Context: an optimization exercise on an open-source flow, tuned for small area and a short achievable clock period. The choices shown serve that exercise and are no tape-out recipe.
Where RTL was checked, it was by simulation tests only, not by an equivalence proof against the original.
No driver is modelled on the clock port, so clock power and skew are understated where the tree is cut down; a real chip needs a root buffer or a tree.
Power is estimated from default activity; no workload was simulated.

== the previous run ==
## axis_fifo
module axis_fifo
#(
    parameter DATA_WIDTH  = 32,  
    parameter FIFO_DEPTH  = 32   
)
(
    input  logic                      clk_i,
    input  logic                      arstn_i,
    input  logic [DATA_WIDTH   - 1:0] s_axis_tdata_i,
    input  logic                      s_axis_tvalid_i,
    input  logic                      s_axis_tlast_i,
    input  logic [DATA_WIDTH/8 - 1:0] s_axis_tuser_i,
    input  logic [DATA_WIDTH/8 - 1:0] s_axis_tkeep_i,
    output logic                      s_axis_tready_o,
    input  logic                      m_axis_tready_i,
    output logic [DATA_WIDTH   - 1:0] m_axis_tdata_o,
    output logic                      m_axis_tvalid_o,
    output logic                      m_axis_tlast_o
    ,
    output logic [DATA_WIDTH/8 - 1:0] m_axis_tuser_o
    ,
    output logic [DATA_WIDTH/8 - 1:0] m_axis_tkeep_o
);
For scale: ~4,200 cells after synthesis, ~88 I/O pins, about 46,000 um^2 of cells after synthesis.
==> module axis_fifo, before the edit <==
module axis_fifo
#(
    parameter DATA_WIDTH  = 32,  
    parameter FIFO_DEPTH  = 32   
)
(
    input  logic                      clk_i,
    input  logic                      arstn_i,
    input  logic [DATA_WIDTH   - 1:0] s_axis_tdata_i,
    input  logic                      s_axis_tvalid_i,
    input  logic                      s_axis_tlast_i,
    input  logic [DATA_WIDTH/8 - 1:0] s_axis_tuser_i,
    input  logic [DATA_WIDTH/8 - 1:0] s_axis_tkeep_i,
    output logic                      s_axis_tready_o,
    input  logic                      m_axis_tready_i,
    output logic [DATA_WIDTH   - 1:0] m_axis_tdata_o,
    output logic                      m_axis_tvalid_o,
    output logic                      m_axis_tlast_o
    ,
    output logic [DATA_WIDTH/8 - 1:0] m_axis_tuser_o
    ,
    output logic [DATA_WIDTH/8 - 1:0] m_axis_tkeep_o
);
    localparam ADDR_WIDTH = $clog2(FIFO_DEPTH);
    localparam NSTORE     = FIFO_DEPTH - 2;      
    localparam UW = DATA_WIDTH/8;
    localparam KW = DATA_WIDTH/8;
    localparam W = DATA_WIDTH + 1 + UW + KW;     
    logic [W - 1:0] in_s;
    logic [W - 1:0] head_q;
    assign in_s[DATA_WIDTH - 1:0] = s_axis_tdata_i;
    assign in_s[DATA_WIDTH]       = s_axis_tlast_i;
    assign m_axis_tdata_o         = head_q[DATA_WIDTH - 1:0];
    assign m_axis_tlast_o         = head_q[DATA_WIDTH];
    assign in_s[DATA_WIDTH + 1 +: UW] = s_axis_tuser_i;
    assign m_axis_tuser_o             = head_q[DATA_WIDTH + 1 +: UW];
    assign in_s[DATA_WIDTH + 1 + UW +: KW] = s_axis_tkeep_i;
    assign m_axis_tkeep_o                  = head_q[DATA_WIDTH + 1 + UW +: KW];
    logic                    valid_q;    
    logic                    nfull_q;    
    logic                    snfull_q;   
    logic                    sfull_q;    
    logic                    ofull_q;    
    logic                    ovalid_q;   
    logic                    le1_q;      
    logic [NSTORE - 1:0]     sel_q;      
    logic                    par_q;
    logic wr_s, rd_s, up_s, dn_s, nfull_d;
    logic sh_s, hold_s;
    assign wr_s = s_axis_tvalid_i & nfull_q;
    assign rd_s = m_axis_tready_i & valid_q;
    assign up_s = wr_s & ~rd_s;
    assign dn_s = rd_s & ~wr_s;
    assign nfull_d = rd_s | (nfull_q & ~(sel_q[NSTORE - 2] & wr_s));
    assign sh_s   = s_axis_tvalid_i & snfull_q;
    assign hold_s = ~s_axis_tvalid_i | sfull_q;
    assign s_axis_tready_o = ~ofull_q;
    assign m_axis_tvalid_o = ovalid_q;
    always_ff @(posedge clk_i or negedge arstn_i) begin
        if (!arstn_i) begin
            valid_q <= 1'b0;
            nfull_q <= 1'b1;
            snfull_q <= 1'b1;
            sfull_q  <= 1'b0;
            ofull_q  <= 1'b0;
            ovalid_q <= 1'b0;
            le1_q   <= 1'b1;
            sel_q   <= '0;
            par_q   <= 1'b0;
        end else begin
            valid_q <= wr_s | (valid_q & ~(m_axis_tready_i & le1_q));
            nfull_q <= nfull_d;
            snfull_q <= rd_s | (~sfull_q & ~(sel_q[NSTORE - 2] & wr_s));
            sfull_q  <= ~nfull_d;
            ofull_q  <= ~rd_s & (ofull_q | (sel_q[NSTORE - 2] & wr_s));
            ovalid_q <= wr_s | (ovalid_q & ~(m_axis_tready_i & le1_q));
            le1_q   <= ~valid_q | (le1_q & ~up_s) | (sel_q[0] & dn_s);
            if (up_s)
                sel_q <= {sel_q[NSTORE - 2:0], valid_q & le1_q};
            else if (dn_s)
                sel_q <= {1'b0, sel_q[NSTORE - 1:1]};
            par_q   <= ~par_q;
        end
    end
    logic [W - 1:0] store_q [NSTORE];
    logic [W - 1:0] enc_s;
    assign enc_s = in_s ^ {W{par_q}};
    always_ff @(posedge clk_i) begin
        store_q[0] <= ~((enc_s | {W{hold_s}}) & (store_q[0] | {W{sh_s}}));
        for (int i = 1; i < NSTORE; i++)
            store_q[i] <= ~((store_q[i - 1] | {W{hold_s}}) & (store_q[i] | {W{sh_s}}));
    end
    logic [W - 1:0] rdmux_s;
    always_comb begin
        rdmux_s = '0;
        for (int i = 0; i < NSTORE; i++)
            rdmux_s = rdmux_s | (store_q[i] & {W{sel_q[i]}});
    end
    always_ff @(posedge clk_i or negedge arstn_i) begin
        if (!arstn_i)
            head_q <= '0;
        else if (~valid_q | m_axis_tready_i)
            head_q <= le1_q ? in_s : (rdmux_s ^ {W{par_q}});
    end
endmodule
export LEC_CHECK = 0
export CAP_MARGIN = 20
export CORE_MARGIN = 2
export CORE_UTILIZATION = 65
export CTS_CLUSTER_DIAMETER = 60
export CTS_CLUSTER_SIZE = 30
export PLACE_DENSITY = 0.75
export SETUP_SLACK_MARGIN = 4.2
export SLEW_MARGIN = 20
create_clock -name core_clock -period 6.5 [get_ports {clk_i}]
standard.sh (not shown) runs the stock make flow with config.mk's settings and CLKGATE_MAP_FILE= SYNTH_SCRIPT=/design/flow/synth_recipe.tcl, a recipe that flattens the netlist after the stock synthesis.
==> flow/flow/run.sh <==
#!/bin/bash
set -euo pipefail
work=$(pwd)
bash standard.sh \
  "PRE_DETAIL_PLACE_TCL=$work/flow/pre_detail_place.tcl" \
  "PRE_CTS_TCL=$work/flow/pre_cts.tcl" \
  "CTS_ARGS=-sink_clustering_enable -repair_clock_nets -dont_use_dummy_load -sink_clustering_size 30 -sink_clustering_max_diameter 60" \
  "BUFFER_PORTS_ARGS=-buffer_cell sky130_fd_sc_hd__buf_4" \
  finish > "$work/standard.log" 2>&1
Other scripts of this flow, unchanged in this note and not shown: flow/flow/pre_cts.tcl, flow/flow/pre_detail_place.tcl
> inputs changed (the previous run -> the current run)
diff --git a/flow/design.v b/flow/design.v
--- a/flow/design.v
+++ b/flow/design.v
@@ -95,11 +95,12 @@
         rdmux_s = '0;
         for (int i = 0; i < NSTORE; i++)
             rdmux_s = rdmux_s | (store_q[i] & {W{sel_q[i]}});
     end
-    always_ff @(posedge clk_i or negedge arstn_i) begin
-        if (!arstn_i)
-            head_q <= '0;
-        else if (~valid_q | m_axis_tready_i)
-            head_q <= le1_q ? in_s : (rdmux_s ^ {W{par_q}});
+    logic [W - 1:0] hcopy_q, hnext_s;
+    assign hnext_s = le1_q ? in_s : (rdmux_s ^ {W{par_q}});
+    always_ff @(posedge clk_i) begin
+        if (~valid_q | m_axis_tready_i)
+            hcopy_q <= hnext_s;
+        head_q <= (~ovalid_q | m_axis_tready_i) ? hnext_s : hcopy_q;
     end
 endmodule
### Flow results
The current run vs the previous run, type of the worst setup path: in2reg vs reg2out. Compared with the previous run, the current run degrades cell area. The current run vs. the previous run: part of the total power dissipated in combinational logic held steady; final hold violation count held steady; number of multi-input combinational cells in the layout grew by 5.3%; global-route usage grew by 1.6 points; wire length grew by 8.5%. The current run vs. the previous run: post-route total power moved up, final worst slack moved down.
Function not checked in the current run: the RTL went through the layout flow alone.

---

Setup of tundra:
axis_fifo, a different RTL version from the one above (not shown whole).
Size in the first run: roughly 4100 cells after synthesis, about 1300 flip-flops, about 88 I/O pins, roughly 0.044 mm2 of cells after synthesis.
==> module axis_fifo, before the edit <==
module axis_fifo
#(
    parameter DATA_WIDTH  = 32,  
    parameter FIFO_DEPTH  = 32   
)
(
    input  logic                      clk_i,
    input  logic                      arstn_i,
    input  logic [DATA_WIDTH   - 1:0] s_axis_tdata_i,
    input  logic                      s_axis_tvalid_i,
    input  logic                      s_axis_tlast_i,
    input  logic [DATA_WIDTH/8 - 1:0] s_axis_tuser_i,
    input  logic [DATA_WIDTH/8 - 1:0] s_axis_tkeep_i,
    output logic                      s_axis_tready_o,
    input  logic                      m_axis_tready_i,
    output logic [DATA_WIDTH   - 1:0] m_axis_tdata_o,
    output logic                      m_axis_tvalid_o,
    output logic                      m_axis_tlast_o
    ,
    output logic [DATA_WIDTH/8 - 1:0] m_axis_tuser_o
    ,
    output logic [DATA_WIDTH/8 - 1:0] m_axis_tkeep_o
);
    localparam ADDR_WIDTH = $clog2(FIFO_DEPTH);
    localparam NSTORE     = FIFO_DEPTH - 2;      
    localparam UW = DATA_WIDTH/8;
    localparam KW = DATA_WIDTH/8;
    localparam W = DATA_WIDTH + 1 + UW + KW;     
    logic [W - 1:0] in_s;
    logic [W - 1:0] head_q;
    assign in_s[DATA_WIDTH - 1:0] = s_axis_tdata_i;
    assign in_s[DATA_WIDTH]       = s_axis_tlast_i;
    assign m_axis_tdata_o         = head_q[DATA_WIDTH - 1:0];
    assign m_axis_tlast_o         = head_q[DATA_WIDTH];
    assign in_s[DATA_WIDTH + 1 +: UW] = s_axis_tuser_i;
    assign m_axis_tuser_o             = head_q[DATA_WIDTH + 1 +: UW];
    assign in_s[DATA_WIDTH + 1 + UW +: KW] = s_axis_tkeep_i;
    assign m_axis_tkeep_o                  = head_q[DATA_WIDTH + 1 + UW +: KW];
    logic                    valid_q;    
    logic                    nfull_q;    
    logic                    snfull_q;   
    logic                    sfull_q;    
    logic                    ofull_q;    
    logic                    ovalid_q;   
    logic                    le1_q;      
    logic [NSTORE - 1:0]     sel_q;      
    logic                    par_q;
    logic wr_s, rd_s, up_s, dn_s, nfull_d;
    logic sh_s, hold_s;
    assign wr_s = s_axis_tvalid_i & nfull_q;
    assign rd_s = m_axis_tready_i & valid_q;
    assign up_s = wr_s & ~rd_s;
    assign dn_s = rd_s & ~wr_s;
    assign nfull_d = rd_s | (nfull_q & ~(sel_q[NSTORE - 2] & wr_s));
    assign sh_s   = s_axis_tvalid_i & snfull_q;
    assign hold_s = ~s_axis_tvalid_i | sfull_q;
    assign s_axis_tready_o = ~ofull_q;
    assign m_axis_tvalid_o = ovalid_q;
    always_ff @(posedge clk_i or negedge arstn_i) begin
        if (!arstn_i) begin
            valid_q <= 1'b0;
            nfull_q <= 1'b1;
            snfull_q <= 1'b1;
            sfull_q  <= 1'b0;
            ofull_q  <= 1'b0;
            ovalid_q <= 1'b0;
            le1_q   <= 1'b1;
            sel_q   <= '0;
            par_q   <= 1'b0;
        end else begin
            valid_q <= wr_s | (valid_q & ~(m_axis_tready_i & le1_q));
            nfull_q <= nfull_d;
            snfull_q <= rd_s | (~sfull_q & ~(sel_q[NSTORE - 2] & wr_s));
            sfull_q  <= ~nfull_d;
            ofull_q  <= ~rd_s & (ofull_q | (sel_q[NSTORE - 2] & wr_s));
            ovalid_q <= wr_s | (ovalid_q & ~(m_axis_tready_i & le1_q));
            le1_q   <= ~valid_q | (le1_q & ~up_s) | (sel_q[0] & dn_s);
            if (up_s)
                sel_q <= {sel_q[NSTORE - 2:0], valid_q & le1_q};
            else if (dn_s)
                sel_q <= {1'b0, sel_q[NSTORE - 1:1]};
            par_q   <= ~par_q;
        end
    end
    logic [W - 1:0] store_q [NSTORE];
    logic [W - 1:0] enc_s;
    assign enc_s = in_s ^ {W{par_q}};
    always_ff @(posedge clk_i) begin
        store_q[0] <= ~((enc_s | {W{hold_s}}) & (store_q[0] | {W{sh_s}}));
        for (int i = 1; i < NSTORE; i++)
            store_q[i] <= ~((store_q[i - 1] | {W{hold_s}}) & (store_q[i] | {W{sh_s}}));
    end
    logic [W - 1:0] rdmux_s;
    always_comb begin
        rdmux_s = '0;
        for (int i = 0; i < NSTORE; i++)
            rdmux_s = rdmux_s | (store_q[i] & {W{sel_q[i]}});
    end
    always_ff @(posedge clk_i) begin
        if (~valid_q | m_axis_tready_i)
            head_q <= le1_q ? in_s : (rdmux_s ^ {W{par_q}});
    end
endmodule
export LEC_CHECK = 0
export CAP_MARGIN = 20
export CORE_MARGIN = 2
export CORE_UTILIZATION = 65
export CTS_CLUSTER_DIAMETER = 60
export CTS_CLUSTER_SIZE = 30
export PLACE_DENSITY = 0.75
export SETUP_SLACK_MARGIN = 4.2
export SLEW_MARGIN = 20
create_clock -name core_clock -period 6.5 [get_ports {clk_i}]
Scripts as last shown in full above: flow/flow/run.sh
Other scripts of this flow, unchanged in this note and not shown: flow/flow/pre_cts.tcl, flow/flow/pre_detail_place.tcl
Input changes introduced in garnet (baseline for comparison: tundra):
--- a/flow/design.v
+++ b/flow/design.v
@@ -23,58 +23,61 @@
 );
     localparam ADDR_WIDTH = $clog2(FIFO_DEPTH);
     localparam NSTORE     = FIFO_DEPTH - 2;      
     localparam UW = DATA_WIDTH/8;
     localparam KW = DATA_WIDTH/8;
     localparam W = DATA_WIDTH + 1 + UW + KW;     
+    localparam NGRP = 4;                         
     logic [W - 1:0] in_s;
     logic [W - 1:0] head_q;
     assign in_s[DATA_WIDTH - 1:0] = s_axis_tdata_i;
     assign in_s[DATA_WIDTH]       = s_axis_tlast_i;
     assign m_axis_tdata_o         = head_q[DATA_WIDTH - 1:0];
     assign m_axis_tlast_o         = head_q[DATA_WIDTH];
     assign in_s[DATA_WIDTH + 1 +: UW] = s_axis_tuser_i;
     assign m_axis_tuser_o             = head_q[DATA_WIDTH + 1 +: UW];
     assign in_s[DATA_WIDTH + 1 + UW +: KW] = s_axis_tkeep_i;
     assign m_axis_tkeep_o                  = head_q[DATA_WIDTH + 1 + UW +: KW];
     logic                    valid_q;    
     logic                    nfull_q;    
-    logic                    snfull_q;   
-    logic                    sfull_q;    
+    logic [NGRP - 1:0]       snfull_q;   
+    logic [NGRP - 1:0]       sfull_q;    
     logic                    ofull_q;    
     logic                    ovalid_q;   
     logic                    le1_q;      
     logic [NSTORE - 1:0]     sel_q;      
     logic                    par_q;
     logic wr_s, rd_s, up_s, dn_s, nfull_d;
-    logic sh_s, hold_s;
+    logic [NGRP - 1:0] sh_s, hold_s;
     assign wr_s = s_axis_tvalid_i & nfull_q;
     assign rd_s = m_axis_tready_i & valid_q;
     assign up_s = wr_s & ~rd_s;
     assign dn_s = rd_s & ~wr_s;
     assign nfull_d = rd_s | (nfull_q & ~(sel_q[NSTORE - 2] & wr_s));
-    assign sh_s   = s_axis_tvalid_i & snfull_q;
-    assign hold_s = ~s_axis_tvalid_i | sfull_q;
+    assign sh_s   = {NGRP{s_axis_tvalid_i}} & snfull_q;
+    assign hold_s = {NGRP{~s_axis_tvalid_i}} | sfull_q;
     assign s_axis_tready_o = ~ofull_q;
     assign m_axis_tvalid_o = ovalid_q;
     always_ff @(posedge clk_i or negedge arstn_i) begin
         if (!arstn_i) begin
             valid_q <= 1'b0;
             nfull_q <= 1'b1;
-            snfull_q <= 1'b1;
-            sfull_q  <= 1'b0;
+            snfull_q <= '1;
+            sfull_q  <= '0;
             ofull_q  <= 1'b0;
             ovalid_q <= 1'b0;
             le1_q   <= 1'b1;
             sel_q   <= '0;
             par_q   <= 1'b0;
         end else begin
             valid_q <= wr_s | (valid_q & ~(m_axis_tready_i & le1_q));
             nfull_q <= nfull_d;
-            snfull_q <= rd_s | (~sfull_q & ~(sel_q[NSTORE - 2] & wr_s));
-            sfull_q  <= ~nfull_d;
+            for (int g = 0; g < NGRP; g++) begin
+                snfull_q[g] <= rd_s | (snfull_q[g] & ~(sel_q[NSTORE - 2] & wr_s));
+                sfull_q[g]  <= ~rd_s & (sfull_q[g] | (sel_q[NSTORE - 2] & wr_s));
+            end
             ofull_q  <= ~rd_s & (ofull_q | (sel_q[NSTORE - 2] & wr_s));
             ovalid_q <= wr_s | (ovalid_q & ~(m_axis_tready_i & le1_q));
             le1_q   <= ~valid_q | (le1_q & ~up_s) | (sel_q[0] & dn_s);
             if (up_s)
                 sel_q <= {sel_q[NSTORE - 2:0], valid_q & le1_q};
             else if (dn_s)
@@ -83,21 +86,24 @@
         end
     end
     logic [W - 1:0] store_q [NSTORE];
     logic [W - 1:0] enc_s;
     assign enc_s = in_s ^ {W{par_q}};
     always_ff @(posedge clk_i) begin
-        store_q[0] <= ~((enc_s | {W{hold_s}}) & (store_q[0] | {W{sh_s}}));
+        store_q[0] <= ~((enc_s | {W{hold_s[0]}}) & (store_q[0] | {W{sh_s[0]}}));
         for (int i = 1; i < NSTORE; i++)
-            store_q[i] <= ~((store_q[i - 1] | {W{hold_s}}) & (store_q[i] | {W{sh_s}}));
+            store_q[i] <= ~((store_q[i - 1] | {W{hold_s[i * NGRP / NSTORE]}})
+                            & (store_q[i] | {W{sh_s[i * NGRP / NSTORE]}}));
     end
     logic [W - 1:0] rdmux_s;
     always_comb begin
         rdmux_s = '0;
         for (int i = 0; i < NSTORE; i++)
             rdmux_s = rdmux_s | (store_q[i] & {W{sel_q[i]}});
     end
-    always_ff @(posedge clk_i) begin
-        if (~valid_q | m_axis_tready_i)
+    always_ff @(posedge clk_i or negedge arstn_i) begin
+        if (!arstn_i)
+            head_q <= '0;
+        else if (~valid_q | m_axis_tready_i)
             head_q <= le1_q ? in_s : (rdmux_s ^ {W{par_q}});
     end
 endmodule
[summary]
Compared to tundra, the routing of garnet uses more wire. Higher count of buffers added by post-CTS timing repair for setup goes to tundra over garnet. Initial antenna violation count ended up 4 higher on garnet than on tundra. Going from tundra to garnet, die area picked up an extra about 5%, worst hold slack lost 0.011 ns. The run with more setup slack is tundra; garnet has less.
No functional check of the RTL was part of any run of this note.

## afterwards: timing with drivers on the ports
No port has a modelled driver above. Below, the same layouts with a new extraction and two added sets of constraints.
Step 1, drivers: a clkbuf_16 drives clk_i and a buf_2 each remaining input, both assumed.
Step 2, shift: input delay + t, output delay - t, t = (earliest + latest rising clock arrival at the registers) / 2. This alone moves slack from input paths to output paths.
Three values: ideal ports, drivers, drivers and shift; two values: the first two.
run	t (ns)	setup WS [ns]	worst setup path after step 2	slew at the worst register clock pin (ns)	worst data-port slew with drivers (ns)
the previous run	0.609	4.143 / 4.001 / 3.738	input to register	0.11 / 0.11	0.08
the current run	0.617	4.137 / 3.999 / 3.640	input to register	0.11 / 0.11	0.16
tundra	0.613	4.158 / 4.017 / 3.670	input to register	0.11 / 0.11	0.11
garnet	0.618	4.128 / 3.985 / 3.657	input to register	0.11 / 0.11	0.07
After both steps every run listed still meets setup and hold. For the current run, which loses most, drivers alone change the setup slack by -0.138 ns; drivers and shift together by -0.497 ns.
